Context: an optimization exercise on an open-source flow, tuned for small area, a short achievable clock period and few clock cycles per item. The choices shown serve that exercise and are no tape-out recipe. In this exercise RTL edits were held to simulation tests only and were not proved equivalent to the original. Power and IR drop assume default switching activity.

==> flow/run.sh <==
#!/bin/bash
# The standard ORFS layout (standard.sh) with three changes:
#  - synthesis maps the logic with an area-oriented ABC script
#    (flow/abc_area.script, via flow/synth.tcl);
#  - port buffers are the smallest plain buffer (buf_1) instead of a
#    delay cell;
#  - timing repair keeps 27 ns of setup slack, i.e. aims at an 8 ns
#    period instead of stopping at the 35 ns clock.
# make's output goes to standard.log; ORFS keeps each step's log in orfs/logs.
set -euo pipefail
export FLOW_WORK=$PWD
export MY_ABC_SCRIPT=$PWD/flow/abc_area.script
export BUFFER_PORTS_ARGS="-buffer_cell sky130_fd_sc_hd__buf_1"
export SETUP_SLACK_MARGIN=27
sed "s#SYNTH_SCRIPT=[^ ]*#SYNTH_SCRIPT=$PWD/flow/synth.tcl#" standard.sh > flow_standard.sh
grep -q "SYNTH_SCRIPT=$PWD/flow/synth.tcl" flow_standard.sh
bash flow_standard.sh > standard.log 2>&1
==> config.mk <==
export PLATFORM = sky130hd
export DESIGN_NAME = multicycle_arithmetic
export DESIGN_NICKNAME = multicycle_arithmetic
export VERILOG_FILES = /design/flow/design.v
export SDC_FILE = /design/flow/constraint.sdc
export NUM_CORES = 4
export LEC_CHECK = 0
export CAP_MARGIN = 20
export CORE_MARGIN = 2
export CORE_UTILIZATION = 65
export SLEW_MARGIN = 20
==> flow/synth.tcl <==
# The standard synthesis (synth_recipe.tcl, which sources ORFS's
# synth.tcl), except that the final ABC technology mapping of the
# combinational logic uses flow/abc_area.script. Registers are mapped
# before ABC runs, so they are the standard synthesis's.
proc abc {args} {
  set i [lsearch -exact $args -script]
  if {$i >= 0} { lset args [expr {$i + 1}] $::env(MY_ABC_SCRIPT) }
  yosys abc {*}$args
}
source $::env(FLOW_WORK)/synth_recipe.tcl
==> flow/abc_area.script <==
&get -n
&st
&dch -f
&nf -R 1000 -F 8 -A 4
&put
mfs2
&get -n
&st
&dch -f
&nf -R 1000 -F 8 -A 4
&put
mfs2
&get -n
&st
&dch -f
&nf -R 1000 -F 8 -A 4
&put
topo
stime -c
buffer -c
upsize -c
dnsize -c
==> design.v <==
module multicycle_arithmetic(
    input clk, rst, start,
    input [1:0] op,
    input [7:0] a, b,
    output reg done,
    output [15:0] result
);
    reg        busy;
    reg [1:0]  opr;
    reg [1:0]  cnt;
    reg [7:0]  Bx;      
    reg [16:0] W;
    assign result = W[15:0];
    function [8:0] rca8(input [7:0] x, input [7:0] y, input ci);
        integer i;
        reg c;
        begin
            c = ci;
            for (i = 0; i < 8; i = i + 1) begin
                rca8[i] = x[i] ^ y[i] ^ c;
                c = (x[i] & y[i]) | (x[i] & c) | (y[i] & c);
            end
            rca8[8] = c;
        end
    endfunction
    wire big = b[7] | b[6];
    wire is_mul = (opr == 2'd2);
    wire is_div = (opr == 2'd3);
    wire inv    = opr[0];           
    wire last   = (cnt == 2'd0);
    wire bz     = &Bx;              
    wire [7:0] y1 = Bx & {8{~is_mul | W[0]}};
    wire [8:0] s1 = rca8(W[15:8], y1, inv);
    wire       g1 = W[16] | s1[8];
    wire [7:0] r1 = g1 ? s1[7:0] : W[15:8];
    wire [7:0] x2 = is_mul ? s1[8:1] : {r1[6:0], W[7]};
    wire [7:0] y2 = Bx & {8{~is_mul | W[1]}};
    wire [8:0] s2 = rca8(x2, y2, ~is_mul);
    wire       g2 = r1[7] | s2[8];
    wire [7:0] r2 = g2 ? s2[7:0] : x2;
    wire [16:0] as_res  = {1'b0, {7{inv & ~s1[8]}}, inv ^ s1[8], s1[7:0]};
    wire [16:0] mul_res = {1'b0, s2, s1[0], W[7:2]};
    wire [16:0] div_res = {last ? {9{bz}} : {r2, W[6]}, W[5:0], g1, g2};
    always @(posedge clk or posedge rst) begin
        if (rst) begin
            busy <= 1'b0;
            done <= 1'b0;
        end else begin
            done <= busy & last;
            if (busy) begin
                if (last) busy <= 1'b0;
            end else if (start) begin
                busy <= 1'b1;
            end
        end
    end
    always @(posedge clk) begin
        Bx  <= b ^ {8{op[0]}};
        opr <= op;
        if (busy) begin
            cnt <= cnt - 2'd1;
            W   <= is_div ? div_res : is_mul ? mul_res : as_res;
        end else begin
            case (op)
                2'd3:    begin W <= big ? {2'b0, a, 7'b0} : {8'b0, a, 1'b0};
                               cnt <= big ? 2'd0 : 2'd3; end
                2'd2:    begin W <= {9'b0, a};           cnt <= 2'd3;     end
                default: begin W <= {1'b0, a, 8'b0};     cnt <= 2'd0;     end
            endcase
        end
    end
endmodule
==> constraint.sdc <==
create_clock -name core_clock -period 35.0 [get_ports {clk}]
set_input_delay 7.0000 -clock core_clock [delete_from_list [all_inputs] [get_ports {clk}]]
set_output_delay 7.0000 -clock core_clock [all_outputs]
set_load 0.01 [all_outputs]
==> standard.sh <==
#!/bin/bash
# synth_recipe.tcl (not shown) runs the flow's synth.tcl, then flattens the netlist and writes it again
# the make line also repeats each setting of config.mk as NAME=value (left out here)
make -C /OpenROAD-flow-scripts/flow DESIGN_CONFIG=/design/flow/config.mk WORK_HOME=/design/flow/orfs CLKGATE_MAP_FILE= SYNTH_SCRIPT=/design/flow/synth_recipe.tcl "${@:-finish}"
==> impl_metrics.ini, run 1 <==
[final_layout]
final_cell_area_um2 = 2410
final_layout_size_suffix_gt1_share_pct = 12.4
area_growth_pct = 10.8
num-nets-final = 329
final_cells = 337
antenna_cells = 0

[global_routing]
grt_max_degree = 27
grt_pass1_vias = 1796
grt_pass1_wl_um = 8740
antenna_found_initial = 0
grt_overflow_total = 0
grt_usage_pct = 32.4

[power]
p_total_mw = 0.278
power.density_nw_per_um2 = 115
p_sw_mw = 0.135
internal-power_mw = 0.143
irDropWorstVdd_mv = 0.0848
power_frac_comb_pct = 66.0
pwr-share-clk_pct = 10.6
p_seq_share_pct = 23.4
swShare_pct = 48.6
power_leakage_nw = 0.964

[detailed_routing]
wl_per_cell_um = 16.4
via_per_inst = 6.02
firstDrtPassIters = 5
drc = 0
wl_um = 5520
drtIter0Drc = 198
vias = 2029
ant_nets = 0

[sta]
rsz0062_at_grt = yes
finalCritPeriodShare_pct = 22.7
drv_slew = 0
finalHoldViolCount = 0
setup_violations = 0
relSlewSlack_pct = 41.4
hold_ws_ns = 0.468
max_freq_mhz = 126
post-route-min-period_ns = 7.96
skew_ns = 0.00708
worstMarginPinSlew_ns = 0.876
fin_setup_tns_ns = 0

[floorplanning]
start_util_pct = 66.2
die_area_um2 = 3820
rows = 21
die_h_um = 61.8
coreArea_um2 = 3280
io_pins = 38
fp.dieW_um = 61.8

[yosys]
netlist_area_um2 = 2170
synth_top_cell_area_share_pct = 26.7
synthCells = 265
ys.flop_type = dfxtp_1
ys_warn_count = 1
yosysSeqAreaShare_pct = 29.0
synth_edf_count = 0
synth_common_cells = nand2_1, a21oi_1, dfxtp_1
synth.most_common_cell = nand2_1
syn-num-nets = 304
yosys-top-cells-area = dfxtp_1, fa_1, a21oi_1
ys_types = 39
yosysTopAreaCell = dfxtp_1
synthArstFlopShare_pct = 6.45
ys_ff_latch = 31
syn_area_per_cell_um2 = 8.21

[critical_path]
cp-start-kind = flop
slowest_stage = dfxtp_1
worst_ep_required_time_ns = 28.00
reg2reg_from = opr[1]
arrival_ns = 0.96
worstPathMaxFanout = 5
path_buf_inv = 1
timing.rr.end = W[9]
r2r_cells = 34
max_stage_delay_ns = 0.44
criticalPathCategory = reg2out
critPathTopFamily = flip-flops
worstSetupEndpointType = primary output
path_cells = buf_1
r2r_setup_slack_ns = 27.39

[place]
hpwlAfterDp_um = 4220
dpl_cell_area_um2 = 2230
gp_congestion = 0.917
portBuffers = 37
dp_cells = 322

[run_status]
status = timing/DRC/antenna clean

[clocking]
cts_tree = built
cts.clk_slew.worst_paths_ns = 0.10
holdBufCountCts = 0
cts_sinks = 31
cts_root_buffer = clkbuf_4
numCtsBuffers = 5
h-tree-depth = 2
clk_latency_ns = 0.34
clock_path_buffers = 2

[worst_hold_path]
min-delay-start = cnt[0]
hold_depth = 1
hold_class = reg2reg
hold_end = cnt[0]

[flow_run]
maxCapViolations = 0
routing by layer:
| metal | vias to the layer above | routed length, um | global-route usage [%] |
|---|---|---|---|
| li1 | 960 | - | - |
| met1 | 970 | 2360 | 45.2 |
| met2 | 85 | 2670 | 50.5 |
| met3 | 14 | 376 | 7.45 |
| met4 | 0 | 115 | 9.73 |
| met5 | - | 0 | 0 |
layout make-up:
cell class                 instances  area (um2)
clock buffer                       6        51.3
clock inverter                     2        35.0
fill                             269         876
inverter                          19        75.1
multi-input combinational        188        1350
sequential                        31         637
tap                               46        57.6
timing repair buffer              45         200
timing repair:
action                     4_1_cts  5_1_grt
resized for setup                6       10
setup endpoints to repair       18       15
pin swaps                        1        1
setup buffers                    1        6
registers in the layout (all words and copies together), names as in the netlist:
register,flops
W,17
Bx,8
cnt,2
opr,2
busy,1
done,1
worst max path at each step:
stage	from	endpoint	slack [ns]	depth (start not counted)
after global routing	op[1]	W[12]	26.96	5
after CTS	opr[1]	W[9]	27.01	34
after global placement	op[0]	W[8]	26.26	6
after detailed placement	op[0]	W[8]	26.21	6
final	W[7]	result[7]	27.04	1
after floorplan	op[0]	W[8]	26.89	6
power by group through the flow:
| stage | Sequential, mW | Combinational (mW) | Clock (mW) |
|---|---|---|---|
| 3_5_place_dp | 0.0653 | 0.174 | 0 |
| 3_3_place_gp | 0.0652 | 0.173 | 0 |
| 4_1_cts | 0.0646 | 0.176 | 0.0299 |
| 5_1_grt | 0.0673 | 0.209 | 0.0311 |
| 6_report | 0.0650 | 0.184 | 0.0295 |
| 2_1_floorplan | 0.0576 | 0.151 | 0 |
cell usage in the layout, fill, tap and decap left out, drive strengths merged:
cell	instances
a211oi	2
a21boi	1
a21oi	31
a221oi	11
a222oi	1
a22o	1
a31oi	3
and2	2
and3	1
buf	45
bufinv	1
clkbuf	6
clkinv	1
clkinvlp	1
dfrtp	2
dfxtp	29
fa	15
ha	3
inv	18
nand2	35
nand3	3
nand4	1
nor2	24
nor2b	4
nor3	2
o211ai	1
o21a	4
o21ai	15
o21bai	2
o221ai	7
o22ai	9
or2	1
or3	1
xor2	8
cells by family (layout without fill, tap and decap cells):
| logic type | count (synthesis) | after routing | share of synthesized area [%] |
|---|---|---|---|
| fa+ha+maj | 18 | 18 | 15.5 |
| simple gates | 74 | 74 | 15.1 |
| buf+inv | 46 | 72 | 11.4 |
| flops | 31 | 31 | 29.0 |
| compound gates | 88 | 88 | 25.8 |
| xor+xnor | 8 | 8 | 3.22 |
through the flow:
| step | setup slack [ns] | util [%] |
|---|---|---|
| floorplan | 26.89 | - |
| global placement | 26.26 | 67.9 |
| detailed placement | 26.21 | 67.9 |
| CTS | 27.01 | 71.3 |
| global route | 26.96 | 73.3 |
| finish | 27.04 | 73.3 |
Testbench counts, summed over its fixed seeds: cycles 9,343, items 3,200.
==> inputs of run 2 (changes only) <==
==> flow/abc_area.script (replaced) <==
&get -n
&st

&dch -f
&nf -R 1000 -F 8 -A 4
&put
mfs2
&get -n
&st
&dch -f
&nf -R 1000 -F 8 -A 4
&put
topo
stime -c
buffer -c
upsize -c
dnsize -c
==> run 2 against run 1 <==
- synthesized cell count increased by 0.38%
- worst setup slack barely moved
- via count increased by 1.3%
- sequential power barely moved
- total power is 1.8% lower
- worst hold slack worse by 0.037 ns
- critical path type unchanged
- critical endpoint unchanged
- largest cell class unchanged
- largest power group unchanged
==> impl_metrics.ini, run 2 <==
[run_status]
status = timing/DRC/antenna clean

[detailed_routing]
via_per_inst = 6.19
wl_um = 5740
wl_per_cell_um = 17.3
firstDrtPassIters = 5
drc = 0
vias = 2055
drtIter0Drc = 156
ant_nets = 0

[yosys]
synth_top_cell_area_share_pct = 26.8
synth_edf_count = 0
synthArstFlopShare_pct = 6.45
yosys-top-cells-area = dfxtp_1, fa_1, nand2_1
ys.flop_type = dfxtp_1
netlist_area_um2 = 2170
ys_ff_latch = 31
ys_warn_count = 1
syn-num-nets = 305
synth.most_common_cell = nand2_1
ys_types = 35
synthCells = 266
yosysTopAreaCell = dfxtp_1
syn_area_per_cell_um2 = 8.16
synth_common_cells = nand2_1, dfxtp_1, a21oi_1
yosysSeqAreaShare_pct = 29.1

[worst_hold_path]
hold_class = reg2reg
min-delay-start = cnt[0]

[critical_path]
cp-start-kind = flop
max_stage_delay_ns = 0.44
slowest_stage = dfxtp_1
path_buf_inv = 1
critPathTopFamily = flip-flops
reg2reg_from = opr[1]
arrival_ns = 0.96
critPathLaunch = W[7]
worst_ep_required_time_ns = 28.00
worstPathMaxFanout = 5
criticalPathCategory = reg2out
r2r_setup_slack_ns = 27.35
worstSetupEndpointType = primary output
path_cells = buf_1

[final_layout]
final_layout_size_suffix_gt1_share_pct = 10.4
reg_top3 = W x17, Bx x8
final_cell_mix = nand2_1, buf_1, a21oi_1
area_growth_pct = 6.06
layout_commonest_cell = nand2_1
antenna_cells = 0
largest-register = W
num-nets-final = 326
largest_reg_flops = 17

[flow_run]
maxCapViolations = 0

[sta]
post-route-min-period_ns = 7.96
rsz0062_at_grt = yes
finalCritPeriodShare_pct = 22.7
relSlewSlack_pct = 42.5
worstMarginPinSlew_ns = 0.860
setup_violations = 0
drv_slew = 0
skew_ns = 0.00921
finalHoldViolCount = 0
max_freq_mhz = 126
fin_setup_tns_ns = 0

[floorplanning]
rows = 20
die_area_um2 = 3820
die_h_um = 61.8
io_pins = 38
coreArea_um2 = 3100
fp.dieW_um = 61.8
start_util_pct = 69.9

[power]
p_total_mw = 0.273
irDropWorstVdd_mv = 0.0770
power.density_nw_per_um2 = 119
power_leakage_nw = 0.919

[clocking]
clk_latency_ns = 0.34
cts_tree = built
clock_path_buffers = 2
cts_root_buffer = clkbuf_4
holdBufCountCts = 0
cts.clk_slew.worst_paths_ns = 0.10
cts_sinks = 31
h-tree-depth = 2
numCtsBuffers = 5

[global_routing]
grt_pass1_vias = 1842
grt_max_degree = 29
grt_pass1_wl_um = 8710
grt_overflow_total = 0
grt_usage_pct = 32.7
antenna_found_initial = 0

[place]
portBuffers = 37
gp_congestion = 0.956
hpwlAfterDp_um = 4250
run 2: cell count changes after synthesis, sizes merged:
cell and delta:
o221ai +1, a22o -1, nand3 -1, o22ai -1
clkinv -1, nor2 +1, a222oi +1, nand2 +3
inv +1, a21oi -2
run 2: timing repair:
item / 4_1_cts / 5_1_grt
buffers inserted: 0 / 3
gates resized for setup: 3 / 12
setup endpoints to repair: 20 / 10
hold endpoints to repair: 0 / 0
pin swaps: 0 / 1
run 2: kinds of logic after synthesis:
kind of cell / Yosys count / synth area share [%]
adder cells (fa/ha/maj): 18 / 15.6
XOR/XNOR: 8 / 3.23
AND/OR/NAND/NOR: 77 / 15.2
AO/OA/AOI/OAI: 86 / 25.5
flip-flops: 31 / 29.1
buffers and inverters: 46 / 11.4
run 2: power by group:
part           total, mW  switching [mW]  leakage [nW]  internal (mW)
clock             0.0202          0.0124        0.0293        0.00782
sequential        0.0652          0.0158         0.269         0.0494
combinational      0.188           0.109         0.621         0.0785
run 2: layout make-up:
cell class	count	area, um2
Clock buffer	7	45.0
Clock inverter	1	5.00
Fill cell	267	802
Inverter	19	71.3
Multi-Input combinational cell	189	1320
Sequential cell	31	637
Tap cell	44	55.1
Timing Repair Buffer	41	170
run 2: per-layer routing:
layer	GRT usage [%]	vias up	part of all wire, %
met5	0	-	0
met4	14.3	0	2.6
met3	6.63	18	7.0
met2	49.6	96	48
met1	45.5	978	43
li1	-	963	-
run 2: path summary, 6_finish.rpt:
path / end / depth (start not counted)
max in group asynchronous: busy / 2
max: result[7] / 1
max reg2reg: W[9] / 34
min: cnt[0] / 1
min in group asynchronous: busy / 2
min reg2reg: cnt[0] / 1
run 2: metrics by stage:
stage	setup slack [ns]	hold slack, ns	std cells	cell area [um2]	utilization [%]
global placement	26.53	0.416	321	2190	70.7
floorplan	27.00	0.404	266	2170	-
CTS	26.87	0.435	329	2250	72.6
global route	27.00	0.457	332	2300	74.2
finish	27.04	0.431	332	2300	74.2
detailed placement	26.46	0.422	321	2190	70.7
==> inputs of run 3 (changes only) <==
==> flow/run.sh (replaced) <==
#!/bin/bash
# The standard ORFS layout (standard.sh) with three changes:
#  - synthesis maps the logic with an area-oriented ABC script
#    (flow/abc_area.script, via flow/synth.tcl);
#  - port buffers are the smallest plain buffer (buf_1) instead of a
#    delay cell;
#  - timing repair keeps 26.6 ns of setup slack, i.e. aims at an 8 ns
#    period instead of stopping at the 35 ns clock.
# make's output goes to standard.log; ORFS keeps each step's log in orfs/logs.
set -euo pipefail
export FLOW_WORK=$PWD
export MY_ABC_SCRIPT=$PWD/flow/abc_area.script
export BUFFER_PORTS_ARGS="-buffer_cell sky130_fd_sc_hd__buf_1"
export SETUP_SLACK_MARGIN=26.6
sed "s#SYNTH_SCRIPT=[^ ]*#SYNTH_SCRIPT=$PWD/flow/synth.tcl#" standard.sh > flow_standard.sh
grep -q "SYNTH_SCRIPT=$PWD/flow/synth.tcl" flow_standard.sh
bash flow_standard.sh > standard.log 2>&1
==> run 3 against run 2 <==
- non-clock buffer count decreased by 3
- largest cell class unchanged
- via count is 1.5% lower
- still clean
- sequential share of layout area grew 0.34 points
- area after synthesis is the same
- clock skew rose by 0.0011 ns
- core utilization decreased by 1.3 points
- register-to-register slack lost 0.27 ns
- critical path depth is 4 higher
==> impl_metrics.ini, run 3 <==
[run_status]
status = timing/DRC/antenna clean

[global_routing]
grt_pass1_wl_um = 8730
antenna_found_initial = 0
grt_pass1_vias = 1850
grt_max_degree = 29
grt_usage_pct = 32.8
grt_overflow_total = 0

[worst_hold_path]
min-delay-start = cnt[0]
hold_end = cnt[0]
hold_class = reg2reg
hold_depth = 1

[yosys]
netlist_area_um2 = 2170
yosysSeqAreaShare_pct = 29.1
synth.most_common_cell = nand2_1
synth_common_cells = nand2_1, dfxtp_1, a21oi_1
ys_warn_count = 1
synth_top_cell_area_share_pct = 26.8
syn-num-nets = 305
yosysTopAreaCell = dfxtp_1
synth_edf_count = 0
ys_types = 35
ys_ff_latch = 31
synthCells = 266
synthArstFlopShare_pct = 6.45
ys.flop_type = dfxtp_1
yosys-top-cells-area = dfxtp_1, fa_1, nand2_1
syn_area_per_cell_um2 = 8.16

[sta]
rsz0062_at_grt = no
max_freq_mhz = 122
skew_ns = 0.0104
drv_slew = 0
finalCritPeriodShare_pct = 23.5
fin_ws_ns = 26.78
fin_setup_tns_ns = 0
relSlewSlack_pct = 44.5
worstMarginPinSlew_ns = 0.830
post-route-min-period_ns = 8.22
setup_violations = 0
finalHoldViolCount = 0

[detailed_routing]
firstDrtPassIters = 5
wl_met1_um = 2260
wl_um = 5500
via_per_inst = 6.15
ant_nets = 0
vias = 2024
drc = 0
wl_per_cell_um = 16.7
drtIter0Drc = 161
dr.max_layer_used = met4
wl_met2_um = 2600
dr_wl_met3_um = 519

[power]
p_seq_share_pct = 24.6
power.density_nw_per_um2 = 117
irDropWorstVdd_mv = 0.0806
power_frac_comb_pct = 67.9
pwr-share-clk_pct = 7.5
power_leakage_nw = 0.903
p_sw_mw = 0.133
internal-power_mw = 0.131
swShare_pct = 50.4

[final_layout]
antenna_cells = 0
nFillCells = 275
final_cell_mix = nand2_1, buf_1, dfxtp_1, a21oi_1, nor2_1
final_layout_size_suffix_gt1_share_pct = 7.02
layout_commonest_cell = nand2_1
seqCellArea_um2 = 633
reg_top3 = W x17, Bx x8
area_growth_pct = 4.15
multiInputGateArea_um2 = 1300
largest_reg_flops = 17
largest-register = W
num-nets-final = 323

[clocking]
cts_tree = built
clk_latency_ns = 0.34
clock_path_buffers = 2
holdBufCountCts = 0
numCtsBuffers = 5
cts_sinks = 31
cts.clk_slew.worst_paths_ns = 0.09
h-tree-depth = 2
cts_root_buffer = clkbuf_4

[critical_path]
worst_ep_required_time_ns = 35.25
reg2reg_from = opr[1]
worstPathMaxFanout = 11
path_buf_inv = 1
r2r_cells = 34
max_stage_delay_ns = 0.48
path_cells = buf_1 > nand2_1 > nor2_1 > a221oi_1 > o22ai_1
critPathTopFamily = simple AND/OR/NAND/NOR gates
worstSetupEndpointType = flop
r2r_setup_slack_ns = 27.08
slowest_stage = buf_1
criticalPathCategory = in2reg
timing.rr.end = W[9]
cp-start-kind = primary input
arrival_ns = 8.47
path_depth = 5

[floorplanning]
die_area_um2 = 3820
coreArea_um2 = 3100
start_util_pct = 69.9
io_pins = 38
die_h_um = 61.8
rows = 20
fp.dieW_um = 61.8

[place]
gp_congestion = 0.956
place_ws_ns = 26.46
portBuffers = 37
hpwlAfterDp_um = 4250

[flow_run]
maxCapViolations = 0
## run 3: stage by stage
| step | total power [mW] | utilization (%) | cell area, um2 | cells | hold slack [ns] |
|---|---|---|---|---|---|
| after global routing | 0.292 | 72.8 | 2260 | 329 | 0.457 |
| after detailed placement | 0.241 | 70.7 | 2190 | 321 | 0.422 |
| final | 0.264 | 72.8 | 2260 | 329 | 0.431 |
| after global placement | 0.239 | 70.7 | 2190 | 321 | 0.416 |
| after CTS | 0.261 | 72.3 | 2240 | 329 | 0.435 |
| after floorplan | 0.208 | - | 2170 | 266 | 0.404 |
## run 3: worst register-to-register path, delay by kind of cell (launching register included)
kind,cells,cell delay (ns)
AO/OA/AOI/OAI,7,0.72
adder cells (fa/ha/maj),15,5.28
buffers and inverters,5,0.53
flip-flops,1,0.40
AND/OR/NAND/NOR,7,0.88
## run 3: layout make-up
| class | count | share of cell area, % |
|---|---|---|
| multi-input cells | 189 | 57.7 |
| flip-flops and latches | 31 | 28.0 |
| repair buffers | 38 | 6.48 |
| inverters | 19 | 3.16 |
| well taps | 44 | 2.44 |
| clock buffers | 7 | 1.99 |
| clock inverters | 1 | 0.221 |
## run 3: cell families (layout without fill, tap and decap cells)
family | count (synthesis) | in the layout | share of synthesized area (%)
AO/OA/AOI/OAI | 86 | 86 | 25.5
adder cells (fa/ha/maj) | 18 | 18 | 15.6
flip-flops | 31 | 31 | 29.1
XOR/XNOR | 8 | 8 | 3.23
AND/OR/NAND/NOR | 77 | 77 | 15.2
buffers and inverters | 46 | 65 | 11.4
## run 3: how the worst max path moves through the flow
stage            from    end  slack (ns)
2_1_floorplan   op[0]   W[1]       27.00
3_3_place_gp    op[0]  W[11]       26.53
6_report        op[0]  W[11]       26.78
5_1_grt        opr[1]   W[9]       26.61
4_1_cts        opr[1]   W[9]       26.68
3_5_place_dp    op[0]  W[11]       26.46
## run 3: routing by layer
| metal | up-vias | track usage (%) |
|---|---|---|
| met4 | 0 | 14.3 |
| li1 | 955 | - |
| met2 | 108 | 49.9 |
| met1 | 947 | 45.5 |
| met3 | 14 | 6.63 |
| met5 | - | 0 |
## run 3: power by group through the flow
stage	Combinational (mW)	Sequential, mW	Clock (mW)
2_1_floorplan	0.151	0.0577	0
6_report	0.180	0.0650	0.0199
3_3_place_gp	0.173	0.0653	0
3_5_place_dp	0.176	0.0652	0
4_1_cts	0.176	0.0644	0.0201
5_1_grt	0.204	0.0668	0.0218
## run 3: what timing repair did
action,4_1_cts,5_1_grt
setup endpoints to repair,0,9
endpoints found under the hold margin,0,0
setup buffers,0,0
gates resized for setup,0,6
==> inputs of run 4 (changes only) <==
==> flow/run.sh (replaced) <==
#!/bin/bash
# The standard ORFS layout (standard.sh) with three changes:
#  - synthesis maps the logic with an area-oriented ABC script
#    (flow/abc_area.script, via flow/synth.tcl);
#  - port buffers are the smallest plain buffer (buf_1) instead of a
#    delay cell;
#  - timing repair keeps 27.2 ns of setup slack, i.e. aims at an 8 ns
#    period instead of stopping at the 35 ns clock.
# make's output goes to standard.log; ORFS keeps each step's log in orfs/logs.
set -euo pipefail
export FLOW_WORK=$PWD
export MY_ABC_SCRIPT=$PWD/flow/abc_area.script
export BUFFER_PORTS_ARGS="-buffer_cell sky130_fd_sc_hd__buf_1"
export SETUP_SLACK_MARGIN=27.2
sed "s#SYNTH_SCRIPT=[^ ]*#SYNTH_SCRIPT=$PWD/flow/synth.tcl#" standard.sh > flow_standard.sh
grep -q "SYNTH_SCRIPT=$PWD/flow/synth.tcl" flow_standard.sh
bash flow_standard.sh > standard.log 2>&1
==> run 4 against run 3 <==
- still clean
- largest cell class unchanged
- via count increased by 12%
- worst setup slack gained 0.38 ns
- critical path type is now reg2out
- design area up 18%
- highest routed layer unchanged
- die area unchanged
- core utilization rose by 13 points
- largest power group unchanged
- clock power increased by 23%
- register-to-register slack improved by 0.40 ns
==> impl_metrics.ini, run 4 <==
[critical_path]
slowest_stage = dfrtp_1
worst_ep_required_time_ns = 28.00
cp-start-kind = flop
criticalPathCategory = reg2out
worstPathMaxFanout = 1
path_depth = 1
path_buf_inv = 1
max_stage_delay_ns = 0.38
arrival_ns = 0.83
critPathTopFamily = flip-flops
r2r_cells = 34
path_cells = clkbuf_2
worstSetupEndpointType = primary output

[worst_hold_path]
hold_depth = 1
hold_class = reg2reg

[sta]
setup_violations = 0
worstMarginPinSlew_ns = 0.927
drv_slew = 0
hold_ws_ns = 0.458
rsz0062_at_grt = yes
skew_ns = 0.00906
post-route-min-period_ns = 7.83
finalCritPeriodShare_pct = 22.4
finalHoldViolCount = 0
fin_setup_tns_ns = 0
max_freq_mhz = 128
relSlewSlack_pct = 38.0

[final_layout]
nFillCells = 191
antenna_cells = 0
largest-register = W
reg_top3 = W x17, Bx x8
area_growth_pct = 22.6
final_layout_size_suffix_gt1_share_pct = 28.8
largest_reg_flops = 17
seqCellArea_um2 = 661
layout_commonest_cell = nand2_1
final_cell_mix = nand2_1, a21oi_1, buf_4
multiInputGateArea_um2 = 1350
num-nets-final = 347

[global_routing]
grt_pass1_wl_um = 9240
grt_max_degree = 29
grt_use_met1_pct = 46.9
grt_usage_pct = 34.3
met2_usage_pct = 52.8
grt_overflow_total = 0
grt_use_met3_pct = 8.70
antenna_found_initial = 0
busiest_layer = met2
grt_pass1_vias = 1904

[floorplanning]
fp.dieW_um = 61.8
coreArea_um2 = 3100
die_area_um2 = 3820
start_util_pct = 69.9
die_h_um = 61.8
rows = 20
io_pins = 38

[clocking]
clk_latency_ns = 0.33
cts_root_buffer = clkbuf_4
numCtsBuffers = 5
holdBufCountCts = 0
cts.clk_slew.worst_paths_ns = 0.10
cts_tree = built
h-tree-depth = 2
clock_path_buffers = 2
cts_sinks = 31

[detailed_routing]
wl_um = 6350
wl_per_cell_um = 18.0
via_per_inst = 6.40
drtIter0Drc = 348
drc = 0
firstDrtPassIters = 6
vias = 2259
ant_nets = 0

[yosys]
ys_types = 35
syn_area_per_cell_um2 = 8.16
synth.most_common_cell = nand2_1
ys_ff_latch = 31
synth_common_cells = nand2_1, dfxtp_1, a21oi_1
yosysTopAreaCell = dfxtp_1
synth_edf_count = 0
synthArstFlopShare_pct = 6.45
ys_warn_count = 1
netlist_area_um2 = 2170
yosysSeqAreaShare_pct = 29.1
syn-num-nets = 305
ys.flop_type = dfxtp_1
synth_top_cell_area_share_pct = 26.8
synthCells = 266
yosys-top-cells-area = dfxtp_1, fa_1, nand2_1

[run_status]
status = timing/DRC/antenna clean

[place]
gp_congestion = 0.977
portBuffers = 37
hpwlAfterDp_um = 4200

[power]
internal-power_mw = 0.167
p_sw_mw = 0.147
p_seq_share_pct = 21.0
swShare_pct = 46.7
pwr-share-clk_pct = 7.8
power_leakage_nw = 1.12
power_frac_comb_pct = 71.2
irDropWorstVdd_mv = 0.0827
power.density_nw_per_um2 = 118

[flow_run]
maxCapViolations = 0
run 4: cell counts after synthesis:
No cell type changed its count.
run 4: stage by stage:
stage	setup WS, ns	utilization [%]	cells	area (um2)	total power, mW
3_5_place_dp	26.45	71.5	322	2220	0.241
3_3_place_gp	26.50	71.5	322	2220	0.236
5_1_grt	27.03	85.7	353	2660	0.339
4_1_cts	27.17	80.9	345	2510	0.290
6_report	27.17	85.7	353	2660	0.314
2_1_floorplan	27.19	-	266	2200	0.209
run 4: kinds of logic after synthesis:
kind of cell / synth area share [%]
simple gates: 15.2
xor+xnor: 3.23
buf+inv: 11.4
compound gates: 25.5
flops: 29.1
fa+ha+maj: 15.6
run 4: metal layers:
metal  share of wire [%]  vias to the layer above
met2                  45                      188
met4                 6.3                        0
met3                  11                       50
met5                   0                        -
li1                    -                     1005
met1                  37                     1016
run 4: power groups by stage:
stage          Clock, mW  Combinational (mW)  Sequential (mW)
5_1_grt           0.0262               0.246           0.0676
2_1_floorplan          0               0.151           0.0577
4_1_cts           0.0246               0.203           0.0633
6_report          0.0245               0.223           0.0659
3_3_place_gp           0               0.172           0.0648
3_5_place_dp           0               0.176           0.0650
run 4: final timing paths:
| check | from | end | slack, ns |
|---|---|---|---|
| max in group asynchronous | rst | done | 28.42 |
| worst min register to register | cnt[0] | cnt[0] | 0.46 |
| min in group asynchronous | rst | busy | 6.47 |
| worst max-delay path | done | done | 27.17 |
| worst min-delay path | cnt[0] | cnt[0] | 0.46 |
| worst max register to register | opr[1] | W[9] | 27.48 |
run 4: final cells by class:
class                           count  share of cell area (%)
Multi-Input combinational cell    190                    50.9
Sequential cell                    31                    24.8
Timing Repair Buffer               61                    16.7
Inverter                           19                    2.78
Clock buffer                        7                    2.45
Tap cell                           44                    2.07
Clock inverter                      1                   0.282
run 4: timing repair:
item,in CTS,in global routing
pin swaps,2,3
gates resized for setup,51,21
endpoints found under the setup margin,36,29
setup buffers,15,7
gates cloned,0,1
==> inputs of run 5 (changes only) <==
==> flow/run.sh (replaced) <==
#!/bin/bash
# The standard ORFS layout (standard.sh) with three changes:
#  - synthesis maps the logic with an area-oriented ABC script
#    (flow/abc_area.script, via flow/synth.tcl);
#  - port buffers are the smallest plain buffer (buf_1) instead of a
#    delay cell;
#  - timing repair keeps 27 ns of setup slack, i.e. aims at an 8 ns
#    period instead of stopping at the 35 ns clock.
# make's output goes to standard.log; ORFS keeps each step's log in orfs/logs.
set -euo pipefail
export FLOW_WORK=$PWD
export MY_ABC_SCRIPT=$PWD/flow/abc_area.script
export BUFFER_PORTS_ARGS="-buffer_cell sky130_fd_sc_hd__buf_1"
export SETUP_SLACK_MARGIN=27
sed "s#SYNTH_SCRIPT=[^ ]*#SYNTH_SCRIPT=$PWD/flow/synth.tcl#" standard.sh > flow_standard.sh
grep -q "SYNTH_SCRIPT=$PWD/flow/synth.tcl" flow_standard.sh
bash flow_standard.sh > standard.log 2>&1
--- a/config.mk
+++ b/config.mk
@@ -5,7 +5,7 @@
 export SDC_FILE = /design/flow/constraint.sdc
 export NUM_CORES = 4
 export LEC_CHECK = 0
-export CAP_MARGIN = 20
+export CAP_MARGIN = 0
 export CORE_MARGIN = 2
 export CORE_UTILIZATION = 65
-export SLEW_MARGIN = 20
+export SLEW_MARGIN = 0
==> run 5 against run 4 <==
- still clean
- combinational power fell by 16%
- flip-flop and latch count did not move
- clock power fell by 18%
- synthesized cell count did not move
- via count fell by 9.0%
- critical endpoint is now result[7]
==> impl_metrics.ini, run 5 <==
[detailed_routing]
drc = 0
via_per_inst = 6.19
drtIter0Drc = 156
ant_nets = 0
firstDrtPassIters = 5
wl_um = 5740
vias = 2055
wl_per_cell_um = 17.3

[global_routing]
busiest_layer = met2
grt_usage_pct = 32.7
grt_overflow_total = 0
grt_use_met3_pct = 6.63
grt_use_met1_pct = 45.5
antenna_found_initial = 0
grt_pass1_wl_um = 8710
grt_max_degree = 29
met2_usage_pct = 49.6
grt_pass1_vias = 1842

[final_layout]
final_layout_size_suffix_gt1_share_pct = 10.4
antenna_cells = 0
num-nets-final = 326
layout_commonest_cell = nand2_1
largest_reg_flops = 17
largest-register = W
final_cell_mix = nand2_1, buf_1, a21oi_1
reg_top3 = W x17, Bx x8
nFillCells = 267
area_growth_pct = 6.06

[floorplanning]
io_pins = 38
die_area_um2 = 3820
start_util_pct = 69.9
rows = 20
coreArea_um2 = 3100
fp.dieW_um = 61.8
die_h_um = 61.8

[critical_path]
slowest_stage = dfxtp_1
critPathTopFamily = flip-flops
timing.rr.end = W[9]
r2r_cells = 34
reg2reg_from = opr[1]
worstSetupEndpoint = result[7]
path_buf_inv = 1
worstSetupEndpointType = primary output
critPathLaunch = W[7]
cp-start-kind = flop
criticalPathCategory = reg2out
arrival_ns = 0.96
r2r_setup_slack_ns = 27.35
path_cells = buf_1
worst_ep_required_time_ns = 28.00
worstPathMaxFanout = 5
path_depth = 1
max_stage_delay_ns = 0.44

[sta]
finalCritPeriodShare_pct = 22.7
drv_slew = 0
rsz0062_at_grt = yes
relSlewSlack_pct = 42.5
finalHoldViolCount = 0
max_freq_mhz = 126
post-route-min-period_ns = 7.96
worstMarginPinSlew_ns = 0.860
skew_ns = 0.00921
fin_setup_tns_ns = 0
setup_violations = 0

[yosys]
ys_warn_count = 1
yosysSeqAreaShare_pct = 29.1
ys.flop_type = dfxtp_1
syn-num-nets = 305
netlist_area_um2 = 2170
syn_area_per_cell_um2 = 8.16
synth_top_cell_area_share_pct = 26.8
synth_common_cells = nand2_1, dfxtp_1, a21oi_1
synthCells = 266
yosys-top-cells-area = dfxtp_1, fa_1, nand2_1
synth.most_common_cell = nand2_1
ys_types = 35
ys_ff_latch = 31
synthArstFlopShare_pct = 6.45
yosysTopAreaCell = dfxtp_1
synth_edf_count = 0

[power]
internal-power_mw = 0.136
p_total_mw = 0.273
power_leakage_nw = 0.919
power.density_nw_per_um2 = 119
swShare_pct = 50.3
p_seq_share_pct = 23.9
power_frac_comb_pct = 68.7
irDropWorstVdd_mv = 0.0770
pwr-share-clk_pct = 7.4
p_sw_mw = 0.137

[clocking]
h-tree-depth = 2
clock_path_buffers = 2
cts_sinks = 31
cts_root_buffer = clkbuf_4
cts.clk_slew.worst_paths_ns = 0.10
cts_tree = built
numCtsBuffers = 5
clk_latency_ns = 0.34

[flow_run]
maxCapViolations = 0

[worst_hold_path]
hold_class = reg2reg

[run_status]
status = timing/DRC/antenna clean

[place]
portBuffers = 37
gp_congestion = 0.956
hpwlAfterDp_um = 4250
run 5: logic make-up after synthesis:
| group | share of synthesized area, % |
|---|---|
| buffers and inverters | 11.4 |
| AND/OR/NAND/NOR | 15.2 |
| AO/OA/AOI/OAI | 25.5 |
| flip-flops | 29.1 |
| adder cells (fa/ha/maj) | 15.6 |
| XOR/XNOR | 3.23 |
run 5: through the flow:
step	util, %	setup slack (ns)	hold WS, ns	std cells	instance area, um2
6_report	74.2	27.04	0.431	332	2300
5_1_grt	74.2	27.00	0.457	332	2300
4_1_cts	72.6	26.87	0.435	329	2250
3_5_place_dp	70.7	26.46	0.422	321	2190
3_3_place_gp	70.7	26.53	0.416	321	2190
2_1_floorplan	-	27.00	0.404	266	2170
run 5: power groups by stage:
| stage | Combinational (mW) | Sequential (mW) | Clock, mW |
|---|---|---|---|
| after floorplan | 0.151 | 0.0577 | 0 |
| after global placement | 0.173 | 0.0653 | 0 |
| after detailed placement | 0.176 | 0.0652 | 0 |
| after CTS | 0.177 | 0.0645 | 0.0201 |
| after global routing | 0.210 | 0.0669 | 0.0218 |
| final | 0.188 | 0.0652 | 0.0202 |
run 5: worst min path at each step:
stage | start | to | slack, ns | depth (start not counted)
after detailed placement | cnt[0] | cnt[0] | 0.42 | 1
after global routing | cnt[0] | cnt[0] | 0.46 | 1
after CTS | cnt[0] | cnt[0] | 0.44 | 1
final | cnt[0] | cnt[0] | 0.43 | 1
after global placement | cnt[0] | cnt[0] | 0.42 | 1
after floorplan | cnt[0] | cnt[0] | 0.40 | 1
run 5: routing by layer:
layer  up-vias  share of wire [%]
met3        18                7.0
li1        963                  -
met5         -                  0
met2        96                 48
met4         0                2.6
met1       978                 43
run 5: area by class of cell:
type / count / area, um2 / share of cell area (%)
sequential: 31 / 637 / 27.7
timing repair buffer: 41 / 170 / 7.40
inverter: 19 / 71.3 / 3.10
multi-input combinational: 189 / 1320 / 57.3
clock buffer: 7 / 45.0 / 1.96
clock inverter: 1 / 5.00 / 0.218
tap: 44 / 55.1 / 2.39
run 5: repair_timing:
| item | 4_1_cts | 5_1_grt |
|---|---|---|
| endpoints found under the setup margin | 20 | 10 |
| resized for setup | 3 | 12 |
| hold buffers | 0 | 0 |
| setup buffers | 0 | 3 |
| pin swaps | 0 | 1 |
==> inputs of run 6 (changes only) <==
--- a/config.mk
+++ b/config.mk
@@ -5,7 +5,7 @@
 export SDC_FILE = /design/flow/constraint.sdc
 export NUM_CORES = 4
 export LEC_CHECK = 0
-export CAP_MARGIN = 0
+export CAP_MARGIN = 20
 export CORE_MARGIN = 2
-export CORE_UTILIZATION = 65
-export SLEW_MARGIN = 0
+export CORE_UTILIZATION = 75
+export SLEW_MARGIN = 20
==> run 6 against run 5 <==
- still clean on timing, DRC and antenna
- clock-buffer cell count is 1 lower
- via count is 0.58% higher
- non-clock buffer count is 2 lower
- design area is 1.4% lower
- clock power hardly changed
- clock skew hardly changed
==> impl_metrics.ini, run 6 <==
[clocking]
cts.clk_slew.worst_paths_ns = 0.10
cts_sinks = 31
h-tree-depth = 2
cts_tree = built
cts_root_buffer = clkbuf_4
numCtsBuffers = 5
clock_path_buffers = 2
clk_latency_ns = 0.33

[final_layout]
final_cell_mix = nand2_1, buf_1, a21oi_1
largest-register = W
utilization_pct = 82.3
final_layout_size_suffix_gt1_share_pct = 9.44
area_growth_pct = 4.56
reg_top3 = W x17, Bx x8
largest_reg_flops = 17
num-nets-final = 324
antenna_cells = 0
layout_commonest_cell = nand2_1

[yosys]
synthCells = 266
netlist_area_um2 = 2170
synth_compound_area_share_pct = 25.5
synth_common_cells = nand2_1, dfxtp_1, a21oi_1
yosysSeqAreaShare_pct = 29.1
syn_area_per_cell_um2 = 8.16
synthAdderAreaFrac_pct = 15.6
ys_ff_latch = 31
synth_xor_area_share_pct = 3.23
synthSimpleGateAreaFrac_pct = 15.2
synth_top_cell_area_share_pct = 26.8
synth.most_common_cell = nand2_1
syn-num-nets = 305
synth_edf_count = 0
ys.flop_type = dfxtp_1
synth_top_family_by_area = compound AO/OA/AOI/OAI gates
ys_warn_count = 1
muxShareOfSynthArea_pct = 0
synthArstFlopShare_pct = 6.45
yosysTopAreaCell = dfxtp_1
yosys-top-cells-area = dfxtp_1, fa_1, nand2_1
ys_types = 35

[detailed_routing]
wl_per_cell_um = 17.0
firstDrtPassIters = 7
vias = 2067
drc = 0
dr.max_layer_used = met4
drtIter0Drc = 244
dr_wl_met3_um = 492
wl_met1_um = 2180
ant_nets = 0
wl_met2_um = 2520
wl_um = 5380
via_per_inst = 6.52

[critical_path]
critPathTopFamily = flip-flops
path_buf_inv = 1
slowest_stage = dfxtp_1
path_cells = buf_1
worstPathMaxFanout = 5
cp-start-kind = flop
criticalPathCategory = reg2out
arrival_ns = 0.95
worstSetupEndpointType = primary output
worst_ep_required_time_ns = 28.00
max_stage_delay_ns = 0.44

[sta]
skew_ns = 0.00907
relSlewSlack_pct = 43.7
post-route-min-period_ns = 7.95
fin_setup_tns_ns = 0
rsz0062_at_grt = no
finalHoldViolCount = 0
finalCritPeriodShare_pct = 22.7
fin_ws_ns = 27.05
max_freq_mhz = 126
setup_violations = 0
drv_slew = 0
hold_ws_ns = 0.436
worstMarginPinSlew_ns = 0.841

[power]
irDropWorstVdd_mv = 0.119
power_leakage_nw = 0.909
power.density_nw_per_um2 = 118
p_total_mw = 0.268

[flow_run]
maxCapViolations = 0

[global_routing]
grt_overflow_total = 0
grt_max_degree = 29
grt_pass1_wl_um = 8670
grt_pass1_vias = 1796
antenna_found_initial = 0
grt_usage_pct = 35.0

[floorplanning]
die_area_um2 = 3340
start_util_pct = 78.7
io_pins = 38
rows = 19
die_h_um = 57.8
coreArea_um2 = 2760
fp.dieW_um = 57.8

[place]
portBuffers = 37
place_ws_ns = 26.50
gp_congestion = 0.934
hpwlAfterDp_um = 4110

[run_status]
status = timing/DRC/antenna clean

[worst_hold_path]
hold_class = reg2reg
-- run 6: report_power, final --
| part | internal (mW) | total (mW) | switching (mW) |
|---|---|---|---|
| clock network | 0.00774 | 0.0201 | 0.0123 |
| logic | 0.0766 | 0.183 | 0.107 |
| registers | 0.0494 | 0.0651 | 0.0156 |
-- run 6: final timing paths --
check / start / end / slack (ns) / cells after the start
max: W[7] / result[7] / 27.05 / 1
min: cnt[0] / cnt[0] / 0.44 / 1
max reg2reg: opr[1] / W[9] / 27.37 / 34
min reg2reg: cnt[0] / cnt[0] / 0.44 / 1
max in group asynchronous: rst / busy / 28.40 / 2
min in group asynchronous: rst / done / 6.49 / 2
-- run 6: layer usage --
metal	GRT usage, %	vias to the layer above
li1	-	954
met1	46.4	947
met2	55.4	146
met3	8.48	20
met4	14.3	0
met5	0	-
-- run 6: cells by family after synthesis --
logic type               Yosys count
XOR/XNOR                           8
AND/OR/NAND/NOR                   77
flip-flops                        31
AO/OA/AOI/OAI                     86
adder cells (fa/ha/maj)           18
buffers and inverters             46
-- run 6: per-stage QoR --
step / cell area (um2) / cells
after floorplan: 2170 / 266
after global placement: 2180 / 308
after detailed placement: 2180 / 308
after CTS: 2240 / 316
after global routing: 2270 / 317
final: 2270 / 317
-- run 6: final cells by class --
type,instances,area [um2]
clock buffers,6,41.3
clock inverters,2,12.5
fillers,199,489
inverters,19,71.3
multi-input cells,189,1310
flip-flops and latches,31,637
well taps,31,38.8
repair buffers,39,155
-- run 6: repair_timing --
item,4_1_cts,5_1_grt
hold buffers,0,0
pin swaps,0,2
gates resized for setup,3,10
buffers inserted,0,1
setup endpoints to repair,20,9
==> inputs of run 7 (changes only) <==
--- a/config.mk
+++ b/config.mk
@@ -7,5 +7,5 @@
 export LEC_CHECK = 0
 export CAP_MARGIN = 20
 export CORE_MARGIN = 2
-export CORE_UTILIZATION = 75
+export CORE_UTILIZATION = 70
 export SLEW_MARGIN = 20
==> run 7 against run 6 <==
- still clean
- combinational power barely moved
- global-route usage fell by 1.7 points
- wire length increased by 3.2%
- area after synthesis unchanged
- flip-flop and latch count unchanged
- clock-buffer cell count rose by 1
- clock power increased by about 20%
- design area rose by 1.4%
- sequential share of layout area shrank 0.34 points
- critical path depth unchanged
- largest power group unchanged
- highest routed layer unchanged
==> impl_metrics.ini, run 7 <==
[sta]
drv_slew = 0
worstMarginPinSlew_ns = 0.880
fin_setup_tns_ns = 0
setup_violations = 0
post-route-min-period_ns = 7.94
skew_ns = 0.0157
hold_ws_ns = 0.452
finalCritPeriodShare_pct = 22.7
rsz0062_at_grt = yes
max_freq_mhz = 126
finalHoldViolCount = 0
relSlewSlack_pct = 41.1

[clocking]
clk_latency_ns = 0.34
cts_root_buffer = clkbuf_4
clock_path_buffers = 2
holdBufCountCts = 0
cts_sinks = 31
cts_tree = built
cts.clk_slew.worst_paths_ns = 0.09
numCtsBuffers = 5
h-tree-depth = 2

[detailed_routing]
vias = 2028
ant_nets = 0
firstDrtPassIters = 6
wl_per_cell_um = 17.3
wl_um = 5550
drc = 0
drtIter0Drc = 195
via_per_inst = 6.34

[final_layout]
area_growth_pct = 6.06
reg_top3 = W x17, Bx x8
nFillCells = 257
num-nets-final = 325
antenna_cells = 0
largest_reg_flops = 17
layout_commonest_cell = nand2_1
final_layout_size_suffix_gt1_share_pct = 10.5
largest-register = W
final_cell_mix = nand2_1, buf_1, a21oi_1
utilization_pct = 76.6
final_cell_area_um2 = 2300

[power]
p_seq_share_pct = 24.1
swShare_pct = 49.5
pwr-share-clk_pct = 8.8
p_sw_mw = 0.135
irDropWorstVdd_mv = 0.0818
power_leakage_nw = 0.923
power.density_nw_per_um2 = 119
power_frac_comb_pct = 67.0
internal-power_mw = 0.138

[global_routing]
grt_overflow_total = 0
antenna_found_initial = 0
grt_pass1_vias = 1804
grt_max_degree = 29
grt_usage_pct = 33.3
grt_pass1_wl_um = 8530

[yosys]
synth_common_cells = nand2_1, dfxtp_1, a21oi_1
ys.flop_type = dfxtp_1
ys_types = 35
synthCells = 266
yosys-top-cells-area = dfxtp_1, fa_1, nand2_1
yosysTopAreaCell = dfxtp_1
yosysSeqAreaShare_pct = 29.1
synth_top_cell_area_share_pct = 26.8
syn_area_per_cell_um2 = 8.16
synthArstFlopShare_pct = 6.45
netlist_area_um2 = 2170
synth.most_common_cell = nand2_1
syn-num-nets = 305
synth_edf_count = 0
ys_warn_count = 1
ys_ff_latch = 31

[floorplanning]
die_h_um = 59.7
io_pins = 38
start_util_pct = 72.3
rows = 20
fp.dieW_um = 59.7
die_area_um2 = 3560
coreArea_um2 = 3000

[critical_path]
arrival_ns = 0.94
criticalPathCategory = reg2out
path_buf_inv = 1
max_stage_delay_ns = 0.43
critPathTopFamily = flip-flops
worstPathMaxFanout = 7
slowest_stage = dfxtp_2
cp-start-kind = flop
worst_ep_required_time_ns = 28.00
path_cells = buf_1
worstSetupEndpointType = primary output

[place]
portBuffers = 37
gp_congestion = 0.948
hpwlAfterDp_um = 4280
dpl_cell_area_um2 = 2190

[run_status]
status = timing/DRC/antenna clean

[worst_hold_path]
hold_class = reg2reg

[flow_run]
maxCapViolations = 0
[run 7: cell type report]
type	count	area, um2	area share (%)
clock buffers	7	65.1	2.83
multi-input cells	189	1310	57.0
clock inverters	1	7.51	0.326
repair buffers	40	163	7.07
inverters	19	73.8	3.21
flip-flops and latches	31	638	27.7
well taps	33	41.3	1.79
[run 7: timing repair]
item,CTS,global route
buffers inserted,0,1
resized for setup,3,12
endpoints found under the setup margin,19,10
pin swaps,0,2
[run 7: per-stage QoR]
step	total power [mW]	std cells	worst slack, ns
2_1_floorplan	0.208	266	27.00
3_3_place_gp	0.237	311	26.53
3_5_place_dp	0.241	311	26.50
4_1_cts	0.265	319	26.88
5_1_grt	0.298	320	26.96
6_report	0.273	320	27.06
[run 7: metal layers]
metal	share of wire (%)	up-vias	global-route usage, %
met4	2.2	0	12.7
met5	0	-	0
met1	39	947	43.1
met3	9.9	15	7.36
li1	-	956	-
met2	49	110	54.3
[run 7: power groups by stage]
stage	clock, mW	sequential [mW]	combinational [mW]
final	0.0241	0.0658	0.183
after global routing	0.0259	0.0672	0.205
after CTS	0.0241	0.0649	0.176
after detailed placement	0	0.0656	0.175
after global placement	0	0.0653	0.172
after floorplan	0	0.0577	0.151
[run 7: kinds of logic (layout without fill, tap and decap cells)]
group                    count (synthesis)  after routing  synth area share, %
XOR/XNOR                                 8              8                 3.23
flip-flops                              31             31                 29.1
buffers and inverters                   46             67                 11.4
AND/OR/NAND/NOR                         77             77                 15.2
adder cells (fa/ha/maj)                 18             18                 15.6
AO/OA/AOI/OAI                           86             86                 25.5
[run 7: final timing paths]
| check | endpoint | cells past startpoint | from | slack (ns) |
|---|---|---|---|---|
| setup / recovery | result[1] | 1 | W[1] | 27.06 |
| hold reg to reg | cnt[0] | 1 | cnt[0] | 0.45 |
| setup reg to reg | W[9] | 34 | opr[1] | 27.37 |
| max in group asynchronous | busy | 2 | rst | 28.42 |
| min in group asynchronous | busy | 2 | rst | 6.47 |
| hold / removal | cnt[0] | 1 | cnt[0] | 0.45 |
==> inputs of run 8 (changes only) <==
==> flow/abc_area.script (replaced) <==
&get -n
&st
&dch -f
&nf -R 1000
&put
mfs2
&get -n
&st
&dch -f
&nf -R 1000
&put
topo
stime -c
buffer -c
upsize -c
dnsize -c
--- a/config.mk
+++ b/config.mk
@@ -7,5 +7,5 @@
 export LEC_CHECK = 0
 export CAP_MARGIN = 20
 export CORE_MARGIN = 2
-export CORE_UTILIZATION = 70
+export CORE_UTILIZATION = 65
 export SLEW_MARGIN = 20
==> run 8 against run 7 <==
- die area rose by 9.7%
- worst hold slack got worse by 0.0055 ns
- critical path depth unchanged
- register-to-register slack worse by 0.04 ns
- design area increased by 2.6%
- clock skew down 0.0048 ns
- final cell count up 2.8%
- first-iteration DRC count is 14% higher
- sequential power hardly changed
- wire length is 7.3% higher
- fmax down 0.15%
- clock-buffer cell count stayed put
- critical endpoint unchanged
==> impl_metrics.ini, run 8 <==
[global_routing]
busiest_layer = met2
grt_use_met1_pct = 45.5
grt_max_degree = 28
grt_pass1_wl_um = 9880
grt_use_met3_pct = 4.86
grt_pass1_vias = 1999
met2_usage_pct = 50.1
grt_overflow_total = 0
grt_usage_pct = 32.4
antenna_found_initial = 0

[yosys]
synthSimpleGateAreaFrac_pct = 15.8
synthAdderAreaFrac_pct = 15.2
netlist_area_um2 = 2220
synth_compound_area_share_pct = 25.8
synthCells = 264
muxShareOfSynthArea_pct = 0
synth_xor_area_share_pct = 3.15
yosys-top-cells-area = dfxtp_1, fa_1, buf_4
synth_top_family_by_area = compound AO/OA/AOI/OAI gates
ys.flop_type = dfxtp_1
synth_common_cells = nand2_1, dfxtp_1, a21oi_1
syn-num-nets = 303
ys_types = 44
synthArstFlopShare_pct = 6.45
syn_area_per_cell_um2 = 8.42
synth_edf_count = 0
ys_ff_latch = 31
ys_warn_count = 1
synth.most_common_cell = nand2_1
yosysTopAreaCell = dfxtp_1
yosysSeqAreaShare_pct = 28.4
synth_top_cell_area_share_pct = 26.1

[critical_path]
worst_ep_required_time_ns = 28.00
worstSetupEndpointType = primary output
timing.rr.end = W[9]
path_depth = 1
max_stage_delay_ns = 0.44
r2r_cells = 31
path_buf_inv = 1
arrival_ns = 0.95
worstPathMaxFanout = 7
critPathTopFamily = flip-flops
criticalPathCategory = reg2out
r2r_setup_slack_ns = 27.33
cp-start-kind = flop
slowest_stage = dfxtp_2
reg2reg_from = opr[1]
path_cells = buf_1

[sta]
hold_ws_ns = 0.446
rsz0062_at_grt = no
skew_ns = 0.0108
max_freq_mhz = 126
post-route-min-period_ns = 7.95
worstMarginPinSlew_ns = 0.811
drv_slew = 0
relSlewSlack_pct = 45.9
setup_violations = 0
finalCritPeriodShare_pct = 22.7
fin_setup_tns_ns = 0
finalHoldViolCount = 0

[final_layout]
layout_commonest_cell = buf_1
antenna_cells = 0
reg_top3 = W x17, Bx x8
largest-register = W
largest_reg_flops = 17
final_layout_size_suffix_gt1_share_pct = 12.0
final_cells = 329
num-nets-final = 321
final_cell_area_um2 = 2360
area_growth_pct = 6.13
final_cell_mix = buf_1, nand2_1, dfxtp_1

[power]
p_total_mw = 0.289
irDropWorstVdd_mv = 0.0667
power_leakage_nw = 0.925
power.density_nw_per_um2 = 122

[floorplanning]
die_area_um2 = 3900
fp.dieW_um = 62.5
io_pins = 38
rows = 21
coreArea_um2 = 3310
die_h_um = 62.5
start_util_pct = 67.2

[worst_hold_path]
hold_class = reg2reg
min-delay-start = cnt[0]
hold_end = cnt[0]
hold_depth = 1

[detailed_routing]
wl_per_cell_um = 18.1
drc = 0
vias = 2043
firstDrtPassIters = 6
wl_um = 5950
ant_nets = 0
drtIter0Drc = 222
via_per_inst = 6.21

[flow_run]
maxCapViolations = 0

[clocking]
cts.clk_slew.worst_paths_ns = 0.09
clk_latency_ns = 0.34
cts_tree = built
cts_root_buffer = clkbuf_4
numCtsBuffers = 5
h-tree-depth = 2
cts_sinks = 31
clock_path_buffers = 2

[place]
dpl_cell_area_um2 = 2230
dp_cells = 320
gp_congestion = 0.914
portBuffers = 37
hpwlAfterDp_um = 4450

[run_status]
status = timing/DRC/antenna clean
==> run 8: cell families (layout without fill, tap and decap cells) <==
kind of cell	after synthesis	count (layout)
compound gates	86	86
simple gates	75	75
buf+inv	46	65
flops	31	31
fa+ha+maj	18	18
xor+xnor	8	8
==> run 8: how the worst max path moves through the flow <==
stage,startpoint,to
after detailed placement,op[0],W[10]
after global routing,op[0],W[13]
after CTS,opr[1],W[10]
after floorplan,op[0],W[10]
after global placement,op[0],W[10]
final,W[1],result[1]
==> run 8: cell type report <==
cell class / count / area (um2)
inverters: 19 / 73.8
multi-input cells: 187 / 1370
flip-flops and latches: 31 / 634
fillers: 301 / 951
repair buffers: 38 / 148
clock buffers: 7 / 65.1
clock inverters: 1 / 7.51
well taps: 46 / 57.6
==> run 8: what timing repair did <==
action | 4_1_cts | 5_1_grt
gates resized for setup | 4 | 12
setup buffers | 0 | 1
pin swaps | 0 | 1
endpoints found under the setup margin | 19 | 12
hold buffers | 0 | 0
==> run 8: metrics by stage <==
step | worst slack, ns | utilization, %
finish | 27.05 | 71.3
global route | 27.00 | 71.3
CTS | 27.05 | 70.0
detailed placement | 26.44 | 67.5
global placement | 26.54 | 67.5
floorplan | 27.03 | -
==> run 8: report_power, final <==
part | switching, mW | internal, mW | total (mW)
logic | 0.116 | 0.0823 | 0.198
registers | 0.0162 | 0.0495 | 0.0657
clock network | 0.0132 | 0.0117 | 0.0249
total | 0.145 | 0.143 | 0.289
==> run 8: metal layers <==
layer	vias to the layer above	part of all wire, %
li1	949	-
met1	934	41
met2	131	44
met3	29	10
met4	0	4.0
met5	-	0
==> inputs of run 9 (changes only) <==
--- a/flow/run.sh
+++ b/flow/run.sh
@@ -12,6 +12,7 @@
 export MY_ABC_SCRIPT=$PWD/flow/abc_area.script
 export BUFFER_PORTS_ARGS="-buffer_cell sky130_fd_sc_hd__buf_1"
 export SETUP_SLACK_MARGIN=27
+export RECOVER_POWER=100
 sed "s#SYNTH_SCRIPT=[^ ]*#SYNTH_SCRIPT=$PWD/flow/synth.tcl#" standard.sh > flow_standard.sh
 grep -q "SYNTH_SCRIPT=$PWD/flow/synth.tcl" flow_standard.sh
 bash flow_standard.sh > standard.log 2>&1
==> flow/abc_area.script (replaced) <==
&get -n
&st

&dch -f
&nf -R 1000 -F 8 -A 4
&put
mfs2
&get -n
&st
&dch -f
&nf -R 1000 -F 8 -A 4
&put
topo
stime -c
buffer -c
upsize -c
dnsize -c
==> run 9 against run 8 <==
- clock-buffer cell count unchanged
- design area shrank 3.1%
- register-to-register slack worse by 0.05 ns
- synthesized cell count is 0.76% higher
- final cell count rose by 0.91%
- largest cell class unchanged
==> impl_metrics.ini, run 9 <==
[clocking]
clk_latency_ns = 0.34
numCtsBuffers = 5
cts_root_buffer = clkbuf_4
h-tree-depth = 2
cts.clk_slew.worst_paths_ns = 0.09
clock_path_buffers = 2
cts_tree = built
cts_sinks = 31

[final_layout]
layout_commonest_cell = nand2_1
final_cell_mix = nand2_1, buf_1, a21oi_1
reg_top3 = W x17, Bx x8
largest_reg_flops = 17
num-nets-final = 326
utilization_pct = 73.7
largest-register = W
final_cells = 332
area_growth_pct = 5.42
antenna_cells = 0
final_layout_size_suffix_gt1_share_pct = 8.33

[yosys]
syn_area_per_cell_um2 = 8.16
netlist_area_um2 = 2170
muxShareOfSynthArea_pct = 0
ys_types = 35
synth_edf_count = 0
ys_ff_latch = 31
ys.flop_type = dfxtp_1
synthArstFlopShare_pct = 6.45
synthSimpleGateAreaFrac_pct = 15.2
synth_common_cells = nand2_1, dfxtp_1, a21oi_1
synth_xor_area_share_pct = 3.23
yosys-top-cells-area = dfxtp_1, fa_1, nand2_1
ys_warn_count = 1
yosysTopAreaCell = dfxtp_1
yosysSeqAreaShare_pct = 29.1
syn-num-nets = 305
synth_top_family_by_area = compound AO/OA/AOI/OAI gates
synth_compound_area_share_pct = 25.5
synthCells = 266
synth.most_common_cell = nand2_1
synth_top_cell_area_share_pct = 26.8
synthAdderAreaFrac_pct = 15.6

[detailed_routing]
via_per_inst = 6.09
firstDrtPassIters = 5
wl_per_cell_um = 17.3
wl_um = 5730
drtIter0Drc = 154
ant_nets = 0
drc = 0
vias = 2023

[floorplanning]
die_area_um2 = 3820
coreArea_um2 = 3100
io_pins = 38
start_util_pct = 69.9
die_h_um = 61.8
fp.dieW_um = 61.8
rows = 20

[critical_path]
slowest_stage = nor3_1
path_cells = clkbuf_1 > nand2_1 > nor3_1 > and3_1 > a21oi_1 > o21ai_0
worstSetupEndpointType = flop
worstPathMaxFanout = 11
max_stage_delay_ns = 0.66
timing.rr.end = W[9]
path_buf_inv = 1
r2r_setup_slack_ns = 27.28
r2r_cells = 34
arrival_ns = 8.68
path_depth = 6
cp-start-kind = primary input
critPathTopFamily = simple AND/OR/NAND/NOR gates
reg2reg_from = opr[1]
criticalPathCategory = in2reg
worst_ep_required_time_ns = 35.26

[sta]
worstMarginPinSlew_ns = 0.838
setup_violations = 0
rsz0062_at_grt = yes
skew_ns = 0.00983
finalCritPeriodShare_pct = 24.0
drv_slew = 0
finalHoldViolCount = 0
post-route-min-period_ns = 8.41
max_freq_mhz = 119
hold_ws_ns = 0.431
relSlewSlack_pct = 44.0
fin_setup_tns_ns = 0
fin_ws_ns = 26.59

[global_routing]
grt_overflow_total = 0
grt_pass1_vias = 1842
grt_pass1_wl_um = 8710
grt_max_degree = 29
grt_usage_pct = 32.7
antenna_found_initial = 0

[place]
dp_cells = 321
place_ws_ns = 26.46
hpwlAfterDp_um = 4250
gp_congestion = 0.956
portBuffers = 37

[flow_run]
maxCapViolations = 0

[power]
irDropWorstVdd_mv = 0.0798
power.density_nw_per_um2 = 119
power_leakage_nw = 0.917

[worst_hold_path]
hold_class = reg2reg
hold_depth = 1
hold_end = cnt[0]
min-delay-start = cnt[0]

[run_status]
status = timing/DRC/antenna clean
-- run 9: metrics by stage --
step                instance area, um2  power (mW)
floorplan                         2170       0.208
global placement                  2190       0.239
detailed placement                2190       0.241
CTS                               2250       0.261
global route                      2290       0.297
finish                            2290       0.271
-- run 9: metal layers --
metal	track usage [%]	routed length (um)
met3	6.63	471
met2	49.6	2740
met4	14.3	127
met5	0	0
met1	45.5	2390
-- run 9: where the power goes --
part | switching, mW | internal, mW | total (mW)
logic | 0.108 | 0.0777 | 0.186
registers | 0.0156 | 0.0493 | 0.0649
clock network | 0.0123 | 0.00782 | 0.0201
-- run 9: worst max-delay path by stage --
| stage | start | end | slack (ns) |
|---|---|---|---|
| 3_3_place_gp | op[0] | W[11] | 26.53 |
| 4_1_cts | opr[1] | W[9] | 26.87 |
| 2_1_floorplan | op[0] | W[1] | 27.00 |
| 6_report | op[0] | W[1] | 26.59 |
| 5_1_grt | op[0] | cnt[1] | 26.40 |
| 3_5_place_dp | op[0] | W[11] | 26.46 |
-- run 9: what timing repair did --
action	in CTS	in global routing
hold endpoints to repair	0	0
pin swaps	0	1
buffers inserted	0	3
resized for setup	3	12
hold buffers	0	0
setup endpoints to repair	20	10
-- run 9: cells by family after synthesis --
logic type,Yosys count
AOI/OAI and AO/OA,86
xor gates and xnor gates,8
adders and majority gates,18
buffers and inverters,46
DFF,31
and+or+nand+nor,77
-- run 9: worst register-to-register path: cells and delay by family, from the launching register on --
kind	cells	cell delay, ns
fa+ha+maj	15	5.15
compound gates	7	0.81
simple gates	7	0.72
buf+inv	5	0.53
flops	1	0.40
-- run 9: cell type report --
cell class / count / area (um2)
multi-input combinational: 189 / 1310
fill: 270 / 816
sequential: 31 / 636
timing repair buffer: 41 / 169
inverter: 19 / 71.3
tap: 44 / 55.1
clock buffer: 7 / 45.0
clock inverter: 1 / 5.00

-- separate check: timing with driven ports --
How much do the figures lean on ideal ports? The routed layouts below were timed once more, with nothing changed but the port constraints.
Step 1 sets driving cells, clkbuf_16 on the clock port and buf_2 on the other inputs (assumed; they add their load-dependent delay and slew).
Step 2 also shifts input and output timing later by t, the mid clock arrival at the registers, as if the neighbouring blocks saw the same clock.
a / b / c = no drivers / after step 1 / after step 2; a / b = the first two.
run	t (ns)	slack for setup (ns)	latest minus earliest clock arrival (ns)
run 1	0.356	27.044 / 27.019 / 26.690	0.007 / 0.007
run 2	0.357	27.044 / 27.021 / 26.713	0.009 / 0.009
run 3	0.354	26.784 / 26.783 / 26.429	0.010 / 0.010
run 4	0.349	27.165 / 27.141 / 26.867	0.009 / 0.009
run 5	0.357	27.044 / 27.021 / 26.713	0.009 / 0.009
run 6	0.350	27.053 / 27.028 / 26.741	0.009 / 0.009
run 7	0.358	27.061 / 27.038 / 26.722	0.016 / 0.016
run 8	0.359	27.049 / 27.029 / 26.760	0.011 / 0.011
run 9	0.356	26.585 / 26.583 / 26.226	0.010 / 0.009
After both steps setup and hold are still met in every run listed. The setup slack of run 9, which loses most, moves by -0.002 ns with the drivers and by -0.359 ns with both steps.
